From an optimization exercise on the open Yosys and OpenROAD flow, aimed at small area, a short achievable clock period and few clock cycles; shortcuts taken in it are not production practice.
Where RTL was checked, it was by simulation tests only, not by an equivalence proof against the original.

==> flow/design.v <==
module dividor_rtl #(parameter SIZE=16)
		(
			input clk, rst, start,
			input [SIZE-1:0] a, b,
			output [SIZE-1:0] m,
			output [9:0] f,
			output done,
			output div0);
		localparam IDLE = 3'd0;
		localparam INT  = 3'd1;
		localparam MUL  = 3'd2;
		localparam FRAC = 3'd3;
		localparam FIN  = 3'd4;
		reg [2:0] state;
		reg [2:0] cnt;           
		reg [15:0] b_r;
		reg [17:0] b3;           
		reg [15:0] p;            
		reg [15:0] q;            
		reg [9:0] fr;            
		reg [1:0] nb;            
		integer i;
		reg [15:0] bs;           
		always @(*) begin
			bs[15] = 1'b0;
			for (i = 14; i >= 0; i = i - 1)
				bs[i] = bs[i+1] | b[i+1];
		end
		wire [8:0] z;
		genvar j;
		generate for (j = 0; j < 8; j = j + 1) begin : g_z
			wire [31:0] lim = ({16'd0, bs} << (2*j)) | ((32'd1 << (2*j)) - 32'd1);
			assign z[j] = ~|(a & ~lim[15:0]);
		end endgenerate
		assign z[8] = 1'b1;
		reg [3:0] nj;
		always @(*) begin
			nj = 4'd8;
			for (i = 7; i >= 0; i = i - 1)
				if (z[i]) nj = i;
		end
		wire [31:0] a_sh = {a, 16'd0} >> {nj, 1'b0};
		wire [17:0] t = {p, nb};
		wire [18:0] d1 = {1'b0, t} - {3'b0, b_r};
		wire [18:0] d2 = {1'b0, t} - {2'b0, b_r, 1'b0};
		wire [18:0] d3 = {1'b0, t} - {1'b0, b3};
		wire [1:0] qq = !d3[18] ? 2'd3 : !d2[18] ? 2'd2 : !d1[18] ? 2'd1 : 2'd0;
		wire [15:0] p_step = !d3[18] ? d3[15:0] : !d2[18] ? d2[15:0] : !d1[18] ? d1[15:0] : t[15:0];
		wire [25:0] n1000 = {p, 10'd0} - {6'd0, p, 4'd0} - {7'd0, p, 3'd0};
		always @(posedge clk or posedge rst)
			if (rst)
				state <= IDLE;
			else case (state)
				IDLE: if (start) state <= z[0] ? MUL : INT;
				INT:  if (cnt == 3'd0) state <= MUL;
				MUL:  state <= (p == 16'd0) ? FIN : FRAC;
				FRAC: if (cnt == 3'd0) state <= FIN;
				default: state <= IDLE;
			endcase
		always @(posedge clk) begin
			case (state)
				IDLE: begin
					b_r <= b;
					b3 <= {1'b0, b, 1'b0} + {2'b0, b};
					p <= a_sh[31:16];
					q <= a_sh[15:0];
					cnt <= nj[2:0] - 3'd1;
				end
				MUL: begin
					p <= n1000[25:10];
					cnt <= 3'd4;
				end
				default: begin
					p <= p_step;
					cnt <= cnt - 3'd1;
				end
			endcase
			case (state)
				IDLE: nb <= a_sh[15:14];
				INT:  nb <= q[13:12];
				MUL:  nb <= n1000[9:8];
				default: nb <= fr[7:6];
			endcase
			if (state == INT)
				q <= {q[13:0], qq};
			if (state == MUL)
				fr <= n1000[9:0];
			else
				fr <= {fr[7:0], qq};
		end
		assign m = q;
		assign f = fr;
		assign done = (state == FIN);
		assign div0 = (b_r == 16'd0);
endmodule
clock: 7.5 ns
lec_check: 0
cap_margin: 20
core_margin: 2
core_utilization: 40
setup_slack_margin: 4.0
slew_margin: 20
run.sh (not shown) runs the stock make flow with config.mk's settings and CLKGATE_MAP_FILE= SYNTH_SCRIPT=/design/flow/synth_recipe.tcl, a recipe that flattens the netlist after the stock synthesis.
Change:
==> flow/design.v (replaced) <==
module dividor_rtl #(parameter SIZE=16)
		(
			input clk, rst, start,
			input [SIZE-1:0] a, b,
			output [SIZE-1:0] m,
			output [9:0] f,
			output done,
			output div0);
		localparam IDLE = 3'd0;
		localparam PREP = 3'd1;
		localparam INT  = 3'd2;
		localparam MUL  = 3'd3;
		localparam FRAC = 3'd4;
		localparam FIN  = 3'd5;
		reg [2:0] state;
		reg [2:0] cnt;           
		reg [15:0] b_r;
		reg [17:0] b3;           
		reg [15:0] p;            
		reg [15:0] q;            
		reg [9:0] fr;            
		reg [1:0] nb;            
		function [15:0] below_lead(input [15:0] x);
			integer k;
			begin
				below_lead[15] = 1'b0;
				for (k = 14; k >= 0; k = k - 1)
					below_lead[k] = below_lead[k+1] | x[k+1];
			end
		endfunction
		wire a_short = ~|(a & ~below_lead(b));
		wire [15:0] bs = below_lead(b_r);
		wire [8:0] z;
		genvar j;
		generate for (j = 0; j < 8; j = j + 1) begin : g_z
			wire [31:0] lim = ({16'd0, bs} << (2*j)) | ((32'd1 << (2*j)) - 32'd1);
			assign z[j] = ~|(q & ~lim[15:0]);
		end endgenerate
		assign z[8] = 1'b1;
		integer i;
		reg [3:0] nj;
		always @(*) begin
			nj = 4'd8;
			for (i = 7; i >= 0; i = i - 1)
				if (z[i]) nj = i;
		end
		wire [31:0] a_sh = {q, 16'd0} >> {nj, 1'b0};
		wire [17:0] t = {p, nb};
		wire [18:0] d1 = {1'b0, t} - {3'b0, b_r};
		wire [18:0] d2 = {1'b0, t} - {2'b0, b_r, 1'b0};
		wire [18:0] d3 = {1'b0, t} - {1'b0, b3};
		wire [1:0] qq = !d3[18] ? 2'd3 : !d2[18] ? 2'd2 : !d1[18] ? 2'd1 : 2'd0;
		wire [15:0] p_step = !d3[18] ? d3[15:0] : !d2[18] ? d2[15:0] : !d1[18] ? d1[15:0] : t[15:0];
		wire [25:0] mx = {p, 10'd0};
		wire [25:0] my = ~{6'd0, p, 4'd0};
		wire [25:0] mz = ~{7'd0, p, 3'd0};
		wire [25:0] ms = mx ^ my ^ mz;
		wire [25:0] mc = (mx & my) | (mx & mz) | (my & mz);
		wire [25:0] n1000 = ms + {mc[24:0], 1'b0} + 26'd2;
		always @(posedge clk or posedge rst)
			if (rst)
				state <= IDLE;
			else case (state)
				IDLE: if (start) state <= a_short ? MUL : PREP;
				PREP: state <= INT;
				INT:  if (cnt == 3'd0) state <= MUL;
				MUL:  state <= (p == 16'd0) ? FIN : FRAC;
				FRAC: if (cnt == 3'd0) state <= FIN;
				default: state <= IDLE;
			endcase
		always @(posedge clk) begin
			b3 <= {1'b0, b_r, 1'b0} + {2'b0, b_r};
			case (state)
				IDLE: begin
					b_r <= b;
					p <= a;
					q <= a_short ? 16'd0 : a;
				end
				PREP: begin
					p <= a_sh[31:16];
					q <= a_sh[15:0];
					cnt <= nj[2:0] - 3'd1;
				end
				INT: begin
					p <= p_step;
					q <= {q[13:0], qq};
					cnt <= cnt - 3'd1;
				end
				MUL: begin
					p <= n1000[25:10];
					cnt <= 3'd4;
				end
				default: begin
					p <= p_step;
					cnt <= cnt - 3'd1;
				end
			endcase
			case (state)
				PREP: nb <= a_sh[15:14];
				INT:  nb <= q[13:12];
				MUL:  nb <= n1000[9:8];
				default: nb <= fr[7:6];
			endcase
			if (state == MUL)
				fr <= n1000[9:0];
			else
				fr <= {fr[7:0], qq};
		end
		assign m = q;
		assign f = fr;
		assign done = (state == FIN);
		assign div0 = (b_r == 16'd0);
endmodule
=>
- design area grows by 1.5%
- die area grows by 2.5%
- non-clock buffer count grows by 2
- first-iteration DRC count grows by 20%
- synthesized cell count grows by 7.1%
- hold slack improved by 0.0058 ns
- cell count grows by 6.5%
- wire length grows by 12%
- global-route usage grows by 2.8 points
- core utilization grows by 0.13 points
No functional check of the RTL was part of any run of this note.

---

Another version of the RTL of dividor_rtl (not shown whole).
Size in the first run: ~1100 cells after synthesis, about 63 I/O pins, roughly 0.0092 sq mm of cells after synthesis.
==> flow/design.v (excerpt) <==
module dividor_rtl #(parameter SIZE=16)
		(
			input clk, rst, start,
			input [SIZE-1:0] a, b,
			output [SIZE-1:0] m,
			output [9:0] f,
			output done,
			output div0);
		localparam IDLE  = 3'd0;
		localparam FIRST = 3'd1;     
		localparam INT   = 3'd2;
		localparam MUL   = 3'd3;
		localparam FRAC  = 3'd4;
		localparam FIN   = 3'd5;
		reg [2:0] state;
		reg [2:0] cnt;           
		reg [15:0] b_r;
		reg [17:0] b3;           
		reg [15:0] p;            
		reg [15:0] q;            
		reg [9:0] fr;            
		reg [1:0] nb;            
		reg [3:0] la, lb;        
		reg az;                  
		reg short_r;             
		integer i;
		function [3:0] lead(input [15:0] x);
			begin
				lead[3] = |x[15:8];
				lead[2] = |x[15:12] | (~|x[15:8] & |x[7:4]);
				lead[1] = |x[15:14] | (~|x[15:12] & |x[11:10]) | (~|x[15:8] & |x[7:6])
				        | (~|x[15:4] & |x[3:2]);
				lead[0] = x[15] | (~|x[15:14] & x[13]) | (~|x[15:12] & x[11])
				        | (~|x[15:10] & x[9]) | (~|x[15:8] & x[7]) | (~|x[15:6] & x[5])
				        | (~|x[15:4] & x[3]) | (~|x[15:2] & x[1]);
			end
		endfunction
		wire short = az || la < lb;
		wire [3:0] dl = la - lb;             
		wire [2:0] k = dl[3:1];              
  ...
==> module dividor_rtl, before the edit <==
module dividor_rtl #(parameter SIZE=16)
		(
			input clk, rst, start,
			input [SIZE-1:0] a, b,
			output [SIZE-1:0] m,
			output [9:0] f,
			output done,
			output div0);
		localparam IDLE  = 3'd0;
		localparam FIRST = 3'd1;     
		localparam INT   = 3'd2;
		localparam MUL   = 3'd3;
		localparam FRAC  = 3'd4;
		localparam FIN   = 3'd5;
		reg [2:0] state;
		reg [2:0] cnt;           
		reg [15:0] b_r;
		reg [17:0] b3;           
		reg [15:0] p;            
		reg [15:0] q;            
		reg [9:0] fr;            
		reg [1:0] nb;            
		reg [3:0] la, lb;        
		reg az;                  
		reg short_r;             
		integer i;
		function [3:0] lead(input [15:0] x);
			begin
				lead[3] = |x[15:8];
				lead[2] = |x[15:12] | (~|x[15:8] & |x[7:4]);
				lead[1] = |x[15:14] | (~|x[15:12] & |x[11:10]) | (~|x[15:8] & |x[7:6])
				        | (~|x[15:4] & |x[3:2]);
				lead[0] = x[15] | (~|x[15:14] & x[13]) | (~|x[15:12] & x[11])
				        | (~|x[15:10] & x[9]) | (~|x[15:8] & x[7]) | (~|x[15:6] & x[5])
				        | (~|x[15:4] & x[3]) | (~|x[15:2] & x[1]);
			end
		endfunction
		wire short = az || la < lb;
		wire [3:0] dl = la - lb;             
		wire [2:0] k = dl[3:1];              
		wire [31:0] a_sh = {2'b00, q, 14'd0} >> {k, 1'b0};
		wire [17:0] t = {p, nb};
		wire [18:0] d1 = {1'b0, t} - {3'b0, b_r};
		wire [18:0] d2 = {1'b0, t} - {2'b0, b_r, 1'b0};
		wire [18:0] d3 = {1'b0, t} - {1'b0, b3};
		wire [1:0] qq = !d3[18] ? 2'd3 : !d2[18] ? 2'd2 : !d1[18] ? 2'd1 : 2'd0;
		wire [15:0] p_step = !d3[18] ? d3[15:0] : !d2[18] ? d2[15:0] : !d1[18] ? d1[15:0] : t[15:0];
		wire [25:0] n1000 = {p, 10'd0} - {6'd0, p, 4'd0} - {7'd0, p, 3'd0};
		wire mul_now = (state == MUL) || (state == FIRST && short);
		always @(posedge clk or posedge rst)
			if (rst)
				state <= IDLE;
			else case (state)
				IDLE:  if (start) state <= FIRST;
				FIRST: state <= !short ? INT : (p == 16'd0) ? FIN : FRAC;
				INT:   if (cnt == 3'd0) state <= MUL;
				MUL:   state <= (p == 16'd0) ? FIN : FRAC;
				FRAC:  if (cnt == 3'd0) state <= FIN;
				default: state <= IDLE;
			endcase
		always @(posedge clk) begin
			b3 <= {1'b0, b_r, 1'b0} + {2'b0, b_r};
			la <= lead(a);
			lb <= lead(b);
			az <= ~|a;
			if (state == IDLE)
				b_r <= b;
			if (state == FIRST)
				short_r <= short;
			case (state)
				IDLE: begin
					p <= a;
					q <= a;
				end
				INT: begin
					p <= p_step;
					q <= {q[13:0], qq};
					cnt <= cnt - 3'd1;
				end
				FIRST, MUL: begin
					if (mul_now) begin
						p <= n1000[25:10];
						cnt <= 3'd4;
					end else begin
						p <= a_sh[31:16];
						q <= a_sh[15:0];
						cnt <= k;
					end
				end
				default: begin
					p <= p_step;
					cnt <= cnt - 3'd1;
				end
			endcase
			if (mul_now)
				nb <= n1000[9:8];
			else if (state == FIRST)
				nb <= a_sh[15:14];
			else if (state == INT)
				nb <= q[13:12];
			else
				nb <= fr[7:6];
			if (mul_now)
				fr <= n1000[9:0];
			else
				fr <= {fr[7:0], qq};
		end
		assign m = short_r ? 16'd0 : q;
		assign f = fr;
		assign done = (state == FIN);
		assign div0 = (b_r == 16'd0);
endmodule
export LEC_CHECK = 0
export CAP_MARGIN = 20
export CORE_MARGIN = 2
export CORE_UTILIZATION = 40
export SETUP_SLACK_MARGIN = 4.3
export SLEW_MARGIN = 20
create_clock -name core_clock -period 7.5 [get_ports {clk}]
Next try:
--- a/flow/design.v
+++ b/flow/design.v
@@ -21,21 +21,17 @@
 		reg [9:0] fr;            
 		reg [1:0] nb;            
-		reg [3:0] la, lb;        
-		reg az;                  
+		reg [4:0] la, lb;        
 		reg short_r;             
 		integer i;
-		function [3:0] lead(input [15:0] x);
+		function [4:0] bitlen(input [15:0] x);
+			integer k;
 			begin
-				lead[3] = |x[15:8];
-				lead[2] = |x[15:12] | (~|x[15:8] & |x[7:4]);
-				lead[1] = |x[15:14] | (~|x[15:12] & |x[11:10]) | (~|x[15:8] & |x[7:6])
-				        | (~|x[15:4] & |x[3:2]);
-				lead[0] = x[15] | (~|x[15:14] & x[13]) | (~|x[15:12] & x[11])
-				        | (~|x[15:10] & x[9]) | (~|x[15:8] & x[7]) | (~|x[15:6] & x[5])
-				        | (~|x[15:4] & x[3]) | (~|x[15:2] & x[1]);
+				bitlen = 5'd0;
+				for (k = 0; k < 16; k = k + 1)
+					if (x[k]) bitlen = k + 1;
 			end
 		endfunction
-		wire short = az || la < lb;
-		wire [3:0] dl = la - lb;             
+		wire short = la < lb;
+		wire [4:0] dl = la - lb;             
 		wire [2:0] k = dl[3:1];              
 		wire [31:0] a_sh = {2'b00, q, 14'd0} >> {k, 1'b0};
@@ -61,7 +57,6 @@
 		always @(posedge clk) begin
 			b3 <= {1'b0, b_r, 1'b0} + {2'b0, b_r};
-			la <= lead(a);
-			lb <= lead(b);
-			az <= ~|a;
+			la <= bitlen(a);
+			lb <= bitlen(b);
 			if (state == IDLE)
 				b_r <= b;
After rerunning: The changed run finished with timing, DRC and antenna clean; routed wire length goes up by 2.5%; synthesized area rose by 2.0%; clock-buffer cell count decreases by 1; design area stays flat; setup slack gets better by 0.019 ns.
Testbench counts after the change, summed over its fixed seeds: cycles 15,606.
Function not checked in the first run of this note: the RTL went through the layout flow alone.

---

dividor_rtl, a different RTL version from the one above (not shown whole).
Size: ~1200 cells after synthesis, ~9700 um2 of cells after synthesis.
## dividor_rtl
module dividor_rtl #(parameter SIZE=16)
		(
			input clk, rst, start,
			input [SIZE-1:0] a, b,
			output [SIZE-1:0] m,
			output [9:0] f,
			output done,
			output div0);
==> module dividor_rtl, before the edit <==
module dividor_rtl #(parameter SIZE=16)
		(
			input clk, rst, start,
			input [SIZE-1:0] a, b,
			output [SIZE-1:0] m,
			output [9:0] f,
			output done,
			output div0);
		localparam IDLE = 3'd0;
		localparam PREP = 3'd1;
		localparam INT  = 3'd2;
		localparam MUL  = 3'd3;
		localparam FRAC = 3'd4;
		localparam FIN  = 3'd5;
		reg [2:0] state;
		reg [2:0] cnt;           
		reg [15:0] b_r;
		reg [17:0] b3;           
		reg [15:0] p;            
		reg [15:0] q;            
		reg [9:0] fr;            
		reg [1:0] nb;            
		reg short;               
		function [15:0] below_lead(input [15:0] x);
			integer k;
			begin
				below_lead[15] = 1'b0;
				for (k = 14; k >= 0; k = k - 1)
					below_lead[k] = below_lead[k+1] | x[k+1];
			end
		endfunction
		wire [15:0] bs = below_lead(b);
		wire [8:0] z;
		genvar j;
		generate for (j = 0; j < 8; j = j + 1) begin : g_z
			wire [31:0] lim = ({16'd0, bs} << (2*j)) | ((32'd1 << (2*j)) - 32'd1);
			assign z[j] = ~|(a & ~lim[15:0]);
		end endgenerate
		assign z[8] = 1'b1;
		integer i;
		reg [3:0] nj;
		always @(*) begin
			nj = 4'd8;
			for (i = 7; i >= 0; i = i - 1)
				if (z[i]) nj = i;
		end
		reg [8:1] sh;            
		reg [31:0] a_sh;
		always @(*) begin
			a_sh = 32'd0;
			for (i = 1; i <= 8; i = i + 1)
				if (sh[i]) a_sh = a_sh | ({q, 16'd0} >> (2*i));
		end
		wire [17:0] t = {p, nb};
		wire [18:0] d1 = {1'b0, t} - {3'b0, b_r};
		wire [18:0] d2 = {1'b0, t} - {2'b0, b_r, 1'b0};
		wire [18:0] d3 = {1'b0, t} - {1'b0, b3};
		wire [1:0] qq = !d3[18] ? 2'd3 : !d2[18] ? 2'd2 : !d1[18] ? 2'd1 : 2'd0;
		wire [15:0] p_step = !d3[18] ? d3[15:0] : !d2[18] ? d2[15:0] : !d1[18] ? d1[15:0] : t[15:0];
		wire [25:0] mx = {p, 10'd0};
		wire [25:0] my = ~{6'd0, p, 4'd0};
		wire [25:0] mz = ~{7'd0, p, 3'd0};
		wire [25:0] ms = mx ^ my ^ mz;
		wire [25:0] mc = (mx & my) | (mx & mz) | (my & mz);
		wire [25:0] n1000 = ms + {mc[24:0], 1'b0} + 26'd2;
		always @(posedge clk or posedge rst)
			if (rst)
				state <= IDLE;
			else case (state)
				IDLE: if (start) state <= z[0] ? MUL : PREP;
				PREP: state <= INT;
				INT:  if (cnt == 3'd0) state <= MUL;
				MUL:  state <= (p == 16'd0) ? FIN : FRAC;
				FRAC: if (cnt == 3'd0) state <= FIN;
				default: state <= IDLE;
			endcase
		always @(posedge clk) begin
			b3 <= {1'b0, b_r, 1'b0} + {2'b0, b_r};
			case (state)
				IDLE: begin
					b_r <= b;
					p <= a;
					q <= a;
					short <= z[0];
					for (i = 1; i <= 8; i = i + 1)
						sh[i] <= (nj == i);
					cnt <= nj[2:0] - 3'd1;
				end
				PREP: begin
					p <= a_sh[31:16];
					q <= a_sh[15:0];
				end
				INT: begin
					p <= p_step;
					q <= {q[13:0], qq};
					cnt <= cnt - 3'd1;
				end
				MUL: begin
					p <= n1000[25:10];
					cnt <= 3'd4;
				end
				default: begin
					p <= p_step;
					cnt <= cnt - 3'd1;
				end
			endcase
			case (state)
				PREP: nb <= a_sh[15:14];
				INT:  nb <= q[13:12];
				MUL:  nb <= n1000[9:8];
				default: nb <= fr[7:6];
			endcase
			if (state == MUL)
				fr <= n1000[9:0];
			else
				fr <= {fr[7:0], qq};
		end
		assign m = short ? 16'd0 : q;
		assign f = fr;
		assign done = (state == FIN);
		assign div0 = (b_r == 16'd0);
endmodule
Settings: LEC_CHECK=0, CAP_MARGIN=20, CORE_MARGIN=2, CORE_UTILIZATION=40, SETUP_SLACK_MARGIN=4.0, SLEW_MARGIN=20; clock period 7.5 ns.
Rerun with:
==> flow/design.v (replaced) <==
module dividor_rtl #(parameter SIZE=16)
		(
			input clk, rst, start,
			input [SIZE-1:0] a, b,
			output [SIZE-1:0] m,
			output [9:0] f,
			output done,
			output div0);
		localparam IDLE = 3'd0;
		localparam PREP = 3'd1;
		localparam INT  = 3'd2;
		localparam MUL  = 3'd3;
		localparam FRAC = 3'd4;
		localparam FIN  = 3'd5;
		reg [2:0] state;
		reg [2:0] cnt;           
		reg [15:0] b_r;
		reg [17:0] b3;           
		reg [15:0] p;            
		reg [15:0] q;            
		reg [9:0] fr;            
		reg [1:0] nb;            
		function [15:0] below_lead(input [15:0] x);
			integer k;
			begin
				below_lead[15] = 1'b0;
				for (k = 14; k >= 0; k = k - 1)
					below_lead[k] = below_lead[k+1] | x[k+1];
			end
		endfunction
		wire a_short = ~|(a & ~below_lead(b));
		wire [15:0] bs = below_lead(b_r);
		wire [8:0] z;
		genvar j;
		generate for (j = 0; j < 8; j = j + 1) begin : g_z
			wire [31:0] lim = ({16'd0, bs} << (2*j)) | ((32'd1 << (2*j)) - 32'd1);
			assign z[j] = ~|(q & ~lim[15:0]);
		end endgenerate
		assign z[8] = 1'b1;
		integer i;
		reg [3:0] nj;
		always @(*) begin
			nj = 4'd8;
			for (i = 7; i >= 0; i = i - 1)
				if (z[i]) nj = i;
		end
		wire [31:0] a_sh = {q, 16'd0} >> {nj, 1'b0};
		wire [17:0] t = {p, nb};
		wire [18:0] d1 = {1'b0, t} - {3'b0, b_r};
		wire [18:0] d2 = {1'b0, t} - {2'b0, b_r, 1'b0};
		wire [18:0] d3 = {1'b0, t} - {1'b0, b3};
		wire [1:0] qq = !d3[18] ? 2'd3 : !d2[18] ? 2'd2 : !d1[18] ? 2'd1 : 2'd0;
		wire [15:0] p_step = !d3[18] ? d3[15:0] : !d2[18] ? d2[15:0] : !d1[18] ? d1[15:0] : t[15:0];
		wire [25:0] n1000 = {p, 10'd0} - {6'd0, p, 4'd0} - {7'd0, p, 3'd0};
		always @(posedge clk or posedge rst)
			if (rst)
				state <= IDLE;
			else case (state)
				IDLE: if (start) state <= a_short ? MUL : PREP;
				PREP: state <= INT;
				INT:  if (cnt == 3'd0) state <= MUL;
				MUL:  state <= (p == 16'd0) ? FIN : FRAC;
				FRAC: if (cnt == 3'd0) state <= FIN;
				default: state <= IDLE;
			endcase
		always @(posedge clk) begin
			case (state)
				IDLE: begin
					b_r <= b;
					b3 <= {1'b0, b, 1'b0} + {2'b0, b};
					p <= a;
					q <= a_short ? 16'd0 : a;
				end
				PREP: begin
					p <= a_sh[31:16];
					q <= a_sh[15:0];
					cnt <= nj[2:0] - 3'd1;
				end
				INT: begin
					p <= p_step;
					q <= {q[13:0], qq};
					cnt <= cnt - 3'd1;
				end
				MUL: begin
					p <= n1000[25:10];
					cnt <= 3'd4;
				end
				default: begin
					p <= p_step;
					cnt <= cnt - 3'd1;
				end
			endcase
			case (state)
				PREP: nb <= a_sh[15:14];
				INT:  nb <= q[13:12];
				MUL:  nb <= n1000[9:8];
				default: nb <= fr[7:6];
			endcase
			if (state == MUL)
				fr <= n1000[9:0];
			else
				fr <= {fr[7:0], qq};
		end
		assign m = q;
		assign f = fr;
		assign done = (state == FIN);
		assign div0 = (b_r == 16'd0);
endmodule
After rerunning:
- synthesized cell count goes down by about 2.7%
- count of clock-buffer cells in the layout rises by 3
- design area goes down by 1.2%
- utilization grows by 1.2 points
- routed wire length rose by 9.1%
- fmax is higher by 7.4%
No run of this note included a check of the RTL's function; only the layout flow was run.

[what the ideal ports hide]
The flow's constraints put no driver on any port. The routed layouts listed below were extracted and timed again, unchanged, in two steps.
Step 1 (the two cells are an assumption about what drives the block):
set clk [get_ports {clk}]
set_driving_cell -lib_cell sky130_fd_sc_hd__clkbuf_16 $clk
set_driving_cell -lib_cell sky130_fd_sc_hd__buf_2 [delete_from_list [all_inputs] $clk]
Step 2, shift: input delay + t, output delay - t, t = (earliest + latest rising clock arrival at the registers) / 2. This alone moves slack from input paths to output paths.
a / b / c = ideal / step 1 / step 2; a / b = the first two.
run | shift t [ns] | slack for setup (ns) | worst setup path after step 2 | cell pins on the clock port's net
the first run of note 1 | 0.394 | 3.494 / 3.491 / 3.098 | input to register | 1
the second run of note 1 | 0.409 | 3.968 / 3.968 / 3.697 | input to register | 1
the first run of note 2 | 0.401 | 4.344 / 4.328 / 4.239 | input to register | 1
the second run of note 2 | 0.411 | 4.363 / 4.352 / 4.214 | input to register | 1
the first run of note 3 | 0.401 | 3.748 / 3.752 / 3.351 | input to register | 1
the second run of note 3 | 0.395 | 4.007 / 3.959 / 3.682 | input to register | 1
After both steps every run listed still meets setup and hold. For the first run of note 3, which loses most, drivers alone change the setup slack by +0.004 ns; drivers and shift together by -0.397 ns.
